From an optimization exercise on the open Yosys and OpenROAD flow, aimed at small area, a short achievable clock period and few clock cycles; shortcuts taken in it are not production practice.
RTL that was checked went through simulation tests only; none was proved equivalent to the original.
No activity file was given, so power comes from the tool's default toggle rates.

alpha:
==> flow/design.v <==
module LCD_CTRL (
  input              clk,
  input              reset,
  input        [3:0] cmd,
  input              cmd_valid,
  input        [7:0] IROM_Q,
  output logic       IROM_rd,
  output logic [5:0] IROM_A,
  output logic       IRAM_valid,
  output logic [7:0] IRAM_D,
  output logic [5:0] IRAM_A,
  output logic       busy,
  output logic       done
);
  logic [7:0]  img [64];
  logic [63:0] vld;
  logic [2:0] x, y;           
  logic [1:0] ra, rb, ca, cb;
  logic [1:0] dra, drb, dca, dcb;   
  logic       dirty;                
  logic [7:0] W [4];          
  logic [3:0] Wv;             
  logic [3:0] rl;             
  logic       pend;           
  logic       is_alu;         
  logic [1:0] alu_op;         
  logic [3:0] from1;          
  logic       wr_act;         
  logic [3:0] rs [2], cs [2];
  logic [5:0] wa [4];
  always_comb
    for (int k = 0; k < 4; k++)
      wa[k] = {k[1] ? rb : ra, k[1], k[0] ? cb : ca, k[0]};
  logic [7:0] L  [4];
  logic [3:0] LV;
  always_comb
    for (int k = 0; k < 4; k++) begin
      L[k]  = 8'd0;
      LV[k] = 1'b0;
      for (int q = 0; q < 16; q++)
        if (rs[k / 2][q / 4] && cs[k % 2][q % 4]) begin
          L[k]  = L[k]  | img[(q / 4) * 16 + (k / 2) * 8 + (q % 4) * 2 + k % 2];
          LV[k] = LV[k] | vld[(q / 4) * 16 + (k / 2) * 8 + (q % 4) * 2 + k % 2];
        end
    end
  logic ready, exec, ldst, hit, is_avg;
  logic [3:0] ldhit, land;
  assign is_avg = is_alu && alu_op == 2'd2;
  assign ready = is_alu ? &Wv : &(Wv | land);
  assign exec  = pend & ready;
  assign ldst  = IROM_rd & !wr_act;
  logic [1:0] ik;
  assign ik  = {IROM_A[3], IROM_A[0]};
  assign hit = ldst && (IROM_A[5:4] == (IROM_A[3] ? rb : ra)) &&
                       (IROM_A[2:1] == (IROM_A[0] ? cb : ca)) &&
                       !(rl[ik] ? LV[ik] : Wv[ik]);
  logic inw;
  assign inw = ldst && (IROM_A[5:4] == (IROM_A[3] ? rb : ra)) &&
                       (IROM_A[2:1] == (IROM_A[0] ? cb : ca));
  always_comb
    for (int k = 0; k < 4; k++) begin
      ldhit[k] = hit && (ik == 2'(k));
      land[k]  = inw && (ik == 2'(k)) && !Wv[k];
    end
  function automatic logic ge8(input logic [7:0] a, input logic [7:0] b);
    logic [7:0] g, p;
    logic [3:0] g2, p2;
    logic [1:0] g4, p4;
    for (int i = 0; i < 8; i++) begin
      g[i] = a[i] & ~b[i];
      p[i] = a[i] | ~b[i];
    end
    for (int i = 0; i < 4; i++) begin
      g2[i] = g[2*i+1] | (p[2*i+1] & g[2*i]);
      p2[i] = p[2*i+1] & p[2*i];
    end
    for (int i = 0; i < 2; i++) begin
      g4[i] = g2[2*i+1] | (p2[2*i+1] & g2[2*i]);
      p4[i] = p2[2*i+1] & p2[2*i];
    end
    ge8 = g4[1] | (p4[1] & (g4[0] | p4[0]));
  endfunction
  logic c01, c02, c03, c12, c13, c23;   
  assign c01 = ge8(W[0], W[1]);
  assign c02 = ge8(W[0], W[2]);
  assign c03 = ge8(W[0], W[3]);
  assign c12 = ge8(W[1], W[2]);
  assign c13 = ge8(W[1], W[3]);
  assign c23 = ge8(W[2], W[3]);
  logic [3:0] mx, mn;
  assign mx[0] =  c01 &  c02 &  c03;
  assign mx[1] = !c01 &  c12 &  c13;
  assign mx[2] = !c02 & !c12 &  c23;
  assign mx[3] = !c03 & !c13 & !c23;
  assign mn[0] = !c01 & !c02 & !c03;
  assign mn[1] =  c01 & !c12 & !c13;
  assign mn[2] =  c02 &  c12 & !c23;
  assign mn[3] =  c03 &  c13 &  c23;
  logic [9:0] sum;
  logic [7:0] avg;
  assign sum = 10'(W[0]) + 10'(W[1]) + 10'(W[2]) + 10'(W[3]);
  assign avg = sum[9:2];
  logic [3:0] s;
  always_comb
    for (int i = 0; i < 4; i++)
      s[i] = (alu_op == 2'd0) ? mx[i] : (alu_op == 2'd1) ? mn[i] : 1'b0;
  logic [7:0] wb [4];
  always_comb
    for (int k = 0; k < 4; k++) begin
      wb[k] = is_avg ? avg : 8'd0;
      for (int i = 0; i < 4; i++)
        if ((is_alu && s[i]) ||
            (!is_alu && i == (k ^ 1) && from1[k]) ||
            (!is_alu && i == (k ^ 2) && !from1[k]))
          wb[k] = wb[k] | W[i];
    end
  logic [3:0] lt;
  always_comb
    for (int k = 0; k < 4; k++) lt[k] = !is_alu && (from1[k] ? land[k ^ 1] : land[k ^ 2]);
  always_ff @(posedge clk)
    for (int k = 0; k < 4; k++)
      if (exec && !lt[k])            W[k] <= wb[k];
      else if (exec ? lt[k] : ldhit[k]) W[k] <= IROM_Q;
      else if (rl[k])                W[k] <= L[k];
  logic [3:0] nWv;
  always_comb
    for (int k = 0; k < 4; k++)
      nWv[k] = exec | ldhit[k] | (rl[k] ? LV[k] : Wv[k]);
  always_ff @(posedge clk or posedge reset)
    if (reset) Wv <= 4'd0;
    else Wv <= nWv;
  for (genvar p = 0; p < 64; p++) begin : g_pix
    localparam int R = p / 8, C = p % 8, KC = (R % 2) * 2 + (C % 2);
    logic wen;
    assign wen = dirty && ((R % 2) ? (R / 2 == drb) : (R / 2 == dra)) &&
                          ((C % 2) ? (C / 2 == dcb) : (C / 2 == dca));
    always_ff @(posedge clk)
      if (wen) img[p] <= W[KC];
    always_ff @(posedge clk or posedge reset)
      if (reset) vld[p] <= 1'b0;
      else if (hit && IROM_A == 6'(p)) vld[p] <= 1'b1;
  end
  logic       acc, is_wr, is_data, wr_start;
  logic [15:0] c;            
  always_comb
    for (int i = 0; i < 16; i++) c[i] = (cmd == 4'(i));
  assign acc      = cmd_valid & !busy;
  assign is_wr    = c[0] | c[12] | c[13] | c[14] | c[15];
  assign is_data  = |c[11:5];
  assign wr_start = acc & is_wr;
  logic       mu, md, ml, mr;       
  assign mu = acc && c[1] && y != 3'd1;
  assign md = acc && c[2] && y != 3'd7;
  assign ml = acc && c[3] && x != 3'd1;
  assign mr = acc && c[4] && x != 3'd7;
  logic [2:0] ym1, yp1, xm1, xp1, ym2, xm2;
  assign ym1 = y - 3'd1;
  assign yp1 = y + 3'd1;
  assign ym2 = y - 3'd2;
  assign xm1 = x - 3'd1;
  assign xp1 = x + 3'd1;
  assign xm2 = x - 3'd2;
  logic [2:0] nx, ny;
  logic [1:0] nra, nrb, nca, ncb;
  logic [3:0] nrl;
  logic [5:0] na;
  always_comb begin
    nx  = x;
    ny  = y;
    nra = ra;
    nrb = rb;
    nca = ca;
    ncb = cb;
    nrl = 4'd0;
    na  = 6'd0;
    if (mu) begin
      ny  = ym1;
      nra = ym1[2:1];
      nrb = ym2[2:1];
      nrl = y[0] ? 4'b1100 : 4'b0011;
      na  = {ym2, ca, 1'b0};
    end
    if (md) begin
      ny  = yp1;
      nra = yp1[2:1];
      nrb = y[2:1];
      nrl = y[0] ? 4'b0011 : 4'b1100;
      na  = {yp1, ca, 1'b0};
    end
    if (ml) begin
      nx  = xm1;
      nca = xm1[2:1];
      ncb = xm2[2:1];
      nrl = x[0] ? 4'b1010 : 4'b0101;
      na  = {ra, 1'b0, xm2};
    end
    if (mr) begin
      nx  = xp1;
      nca = xp1[2:1];
      ncb = x[2:1];
      nrl = x[0] ? 4'b0101 : 4'b1010;
      na  = {ra, 1'b0, xp1};
    end
  end
  logic       cw_cls;
  logic [3:0] nfrom1;
  assign cw_cls = c[9] ^ x[0] ^ y[0];
  always_comb
    for (int k = 0; k < 4; k++)
      nfrom1[k] = c[11] | ((c[8] | c[9]) & ((k[1] == k[0]) ^ cw_cls));
  logic spec, fast, nwr;
  assign fast = wr_start & spec & !vld[0];
  assign nwr  = wr_start | (wr_act & (IROM_A != 6'd63));
  logic [5:0] nrd, wpix;
  assign nrd  = (wr_start & !fast) ? 6'd0 : IROM_A + 6'd1;
  assign wpix = wr_act ? IROM_A + 6'd1 : {5'd0, spec & !vld[0]};
  function automatic logic [3:0] oh(input logic [1:0] v);
    oh = 4'b1 << v;
  endfunction
  always_ff @(posedge clk) begin
    rs[0] <= mu ? oh(ym1[2:1]) : md ? oh(yp1[2:1]) : (ml | mr) ? oh(ra) : oh(wpix[5:4]);
    rs[1] <= mu ? oh(ym2[2:1]) : md ? oh(y[2:1])   : (ml | mr) ? oh(rb) : oh(wpix[5:4]);
    cs[0] <= ml ? oh(xm1[2:1]) : mr ? oh(xp1[2:1]) : (mu | md) ? oh(ca) : oh(wpix[2:1]);
    cs[1] <= ml ? oh(xm2[2:1]) : mr ? oh(x[2:1])   : (mu | md) ? oh(cb) : oh(wpix[2:1]);
  end
  logic npend, nperm, one;
  assign npend   = acc ? is_data : (pend & !exec);
  assign nperm   = acc ? (c[8] | c[9] | c[10] | c[11]) : !is_alu;
  assign one     = (need == 4'b0001) | (need == 4'b0010) | (need == 4'b0100) | (need == 4'b1000);
  always_ff @(posedge clk or posedge reset)
    if (reset) begin
      x      <= 3'd4;
      y      <= 3'd4;
      ra     <= 2'd2;
      rb     <= 2'd1;
      ca     <= 2'd2;
      cb     <= 2'd1;
      dirty  <= 1'b0;
      rl     <= 4'd0;
      pend   <= 1'b0;
      wr_act <= 1'b0;
    end else begin
      x      <= nx;
      y      <= ny;
      ra     <= nra;
      rb     <= nrb;
      ca     <= nca;
      cb     <= ncb;
      dirty  <= exec | hit;
      rl     <= nrl;
      wr_act <= nwr;
      pend   <= npend;
    end
  always_ff @(posedge clk) begin
    dra   <= ra;
    drb   <= rb;
    dca   <= ca;
    dcb   <= cb;
    if (acc) begin
      is_alu <= c[5] | c[6] | c[7];
      alu_op <= {c[7], c[6]};
      from1  <= nfrom1;
    end
  end
  logic [3:0] need;
  assign need = ~nWv;
  logic mv;
  assign mv = mu | md | ml | mr;
  always_ff @(posedge clk or posedge reset)
    if (reset) begin
      IROM_rd <= 1'b0;
      spec    <= 1'b0;
    end else begin
      IROM_rd <= (wr_start | wr_act) ? nwr : 1'b1;
      spec    <= !(wr_start | wr_act | mv) & !(|need);
    end
  always_ff @(posedge clk)
    if (wr_start | wr_act) IROM_A <= nrd;
    else if (mv)           IROM_A <= na;
    else if (need[0])      IROM_A <= wa[0];
    else if (need[1])      IROM_A <= wa[1];
    else if (need[2])      IROM_A <= wa[2];
    else if (need[3])      IROM_A <= wa[3];
    else                   IROM_A <= 6'd0;
  logic [1:0] wk;
  logic       inwin, pv;
  logic [7:0] pd;
  assign wk    = {IROM_A[3], IROM_A[0]};
  assign inwin = (IROM_A == wa[wk]);
  assign pv    = inwin ? Wv[wk] : LV[wk];
  assign pd    = inwin ? W[wk] : L[wk];
  always_ff @(posedge clk or posedge reset)
    if (reset) begin
      IRAM_valid <= 1'b0;
      done       <= 1'b0;
      busy       <= 1'b0;
    end else begin
      IRAM_valid <= wr_act | fast;
      done       <= IRAM_valid && !wr_act;
      busy       <= nwr | IRAM_valid | (npend & !(&nWv) & !(nperm & one));
    end
  always_ff @(posedge clk) begin
    IRAM_A <= IROM_A;
    IRAM_D <= (pv & !fast) ? pd : IROM_Q;
  end
endmodule
export LEC_CHECK = 0
export CAP_MARGIN = 20
export CORE_MARGIN = 2
export CORE_UTILIZATION = 50
export CTS_CLUSTER_DIAMETER = 120
export CTS_CLUSTER_SIZE = 25
export SLEW_MARGIN = 20
create_clock -name core_clock -period 12.0 [get_ports {clk}]
standard.sh (not shown) runs the stock make flow with config.mk's settings and CLKGATE_MAP_FILE= SYNTH_SCRIPT=/design/flow/synth_recipe.tcl, a recipe that flattens the netlist after the stock synthesis.
==> flow/flow/run.sh <==
#!/bin/bash
# Standard layout, with plain port buffers and timing repair aiming past the clock period.
set -euo pipefail
bash standard.sh SETUP_SLACK_MARGIN=8.5 "BUFFER_PORTS_ARGS=-buffer_cell sky130_fd_sc_hd__buf_4" finish > make.log 2>&1
The inputs of beta differ from those of alpha as listed below.
-- flow/design.v --
<<< alpha, line 45
    end
  logic ready, exec, ldst, hit, is_avg;
  logic [3:0] ldhit, land;
  assign is_avg = is_alu && alu_op == 2'd2;
  assign ready = is_alu ? &Wv : &(Wv | land);
  assign exec  = pend & ready;
  assign ldst  = IROM_rd & !wr_act;
>>> beta, line 45
    end
  logic ready, exec, ldst, hit, is_avg;
  assign is_avg = is_alu && alu_op == 2'd2;
  assign ready = &Wv;
  assign exec  = pend & ready;
  assign ldst  = IROM_rd & !wr_act;
<<< alpha, line 55
                       (IROM_A[2:1] == (IROM_A[0] ? cb : ca)) &&
                       !(rl[ik] ? LV[ik] : Wv[ik]);
  logic inw;
  assign inw = ldst && (IROM_A[5:4] == (IROM_A[3] ? rb : ra)) &&
                       (IROM_A[2:1] == (IROM_A[0] ? cb : ca));
  always_comb
    for (int k = 0; k < 4; k++) begin
      ldhit[k] = hit && (ik == 2'(k));
      land[k]  = inw && (ik == 2'(k)) && !Wv[k];
    end
  function automatic logic ge8(input logic [7:0] a, input logic [7:0] b);
    logic [7:0] g, p;
>>> beta, line 54
                       (IROM_A[2:1] == (IROM_A[0] ? cb : ca)) &&
                       !(rl[ik] ? LV[ik] : Wv[ik]);
  logic [3:0] ldhit;
  always_comb
    for (int k = 0; k < 4; k++) ldhit[k] = hit && (ik == 2'(k));
  function automatic logic ge8(input logic [7:0] a, input logic [7:0] b);
    logic [7:0] g, p;
<<< alpha, line 115
          wb[k] = wb[k] | W[i];
    end
  logic [3:0] lt;
  always_comb
    for (int k = 0; k < 4; k++) lt[k] = !is_alu && (from1[k] ? land[k ^ 1] : land[k ^ 2]);
  always_ff @(posedge clk)
    for (int k = 0; k < 4; k++)
      if (exec && !lt[k])            W[k] <= wb[k];
      else if (exec ? lt[k] : ldhit[k]) W[k] <= IROM_Q;
      else if (rl[k])                W[k] <= L[k];
  logic [3:0] nWv;
  always_comb
    for (int k = 0; k < 4; k++)
      nWv[k] = exec | ldhit[k] | (rl[k] ? LV[k] : Wv[k]);
  always_ff @(posedge clk or posedge reset)
    if (reset) Wv <= 4'd0;
>>> beta, line 109
          wb[k] = wb[k] | W[i];
    end
  always_ff @(posedge clk)
    for (int k = 0; k < 4; k++)
      if (exec)          W[k] <= wb[k];
      else if (ldhit[k]) W[k] <= IROM_Q;
      else if (rl[k])    W[k] <= L[k];
  logic [3:0] nWv;
  always_comb
    for (int k = 0; k < 4; k++)
      nWv[k] = ldhit[k] | (rl[k] ? LV[k] : Wv[k]);
  always_ff @(posedge clk or posedge reset)
    if (reset) Wv <= 4'd0;
<<< alpha, line 224
    cs[1] <= ml ? oh(xm2[2:1]) : mr ? oh(x[2:1])   : (mu | md) ? oh(cb) : oh(wpix[2:1]);
  end
  logic npend, nperm, one;
  assign npend   = acc ? is_data : (pend & !exec);
  assign nperm   = acc ? (c[8] | c[9] | c[10] | c[11]) : !is_alu;
  assign one     = (need == 4'b0001) | (need == 4'b0010) | (need == 4'b0100) | (need == 4'b1000);
  always_ff @(posedge clk or posedge reset)
    if (reset) begin
>>> beta, line 215
    cs[1] <= ml ? oh(xm2[2:1]) : mr ? oh(x[2:1])   : (mu | md) ? oh(cb) : oh(wpix[2:1]);
  end
  logic npend;
  assign npend   = acc ? is_data : (pend & !exec);
  always_ff @(posedge clk or posedge reset)
    if (reset) begin
<<< alpha, line 298
      IRAM_valid <= wr_act | fast;
      done       <= IRAM_valid && !wr_act;
      busy       <= nwr | IRAM_valid | (npend & !(&nWv) & !(nperm & one));
    end
  always_ff @(posedge clk) begin
>>> beta, line 287
      IRAM_valid <= wr_act | fast;
      done       <= IRAM_valid && !wr_act;
      busy       <= nwr | IRAM_valid | (npend & !(&nWv));
    end
  always_ff @(posedge clk) begin
--- outcome ---
- beta vs alpha: placer's final routability congestion estimate up
- Diff alpha..beta | area share of fa/ha/maj cells after synthesis | negligible
- In the flow results for beta and alpha, the number of non-filler instances in the completed layout is smaller on beta.
- beta against alpha; power dissipated by switching net loads is down by a little under 10%.
- Going from alpha to beta, area fraction in and, or, nand and nor cells after synthesis down 1.2 points; total placed instance area dropped about 1.7%; first-pass GRT wire length saw a decrease; buffering stage count on the worst path with inverters included shows an increase of 2.
- Achievable clock frequency | beta above alpha
Testbench counts of beta, summed over its fixed seeds: cycles 5,572.
For alpha, only the layout was checked, not whether the RTL still works.

==> what the ideal ports hide <==
Ports are ideal in the flow. The routed layouts listed here were re-timed in OpenROAD. Step 1: set_driving_cell puts a clkbuf_16 on clk and a buf_2 on each other input, an assumption about the parent block. Step 2 moves the port delays by t, midway between the first and last clock arrival at a register: inputs arrive t later, outputs are due t later. That takes back most of the time a late clock gives input paths. Slacks: ideal ports / drivers / drivers and shift; pairs: ideal ports / drivers.
run | shift t [ns] | setup WS [ns] | cell pins on the clock port's net
alpha | 0.681 | 8.196 / 8.196 / 7.864 | 1
beta | 0.702 | 8.368 / 8.306 / 7.871 | 1
After both steps every run listed still meets setup and hold. The setup slack of beta, which loses most, moves by -0.062 ns with the drivers and by -0.497 ns with both steps.
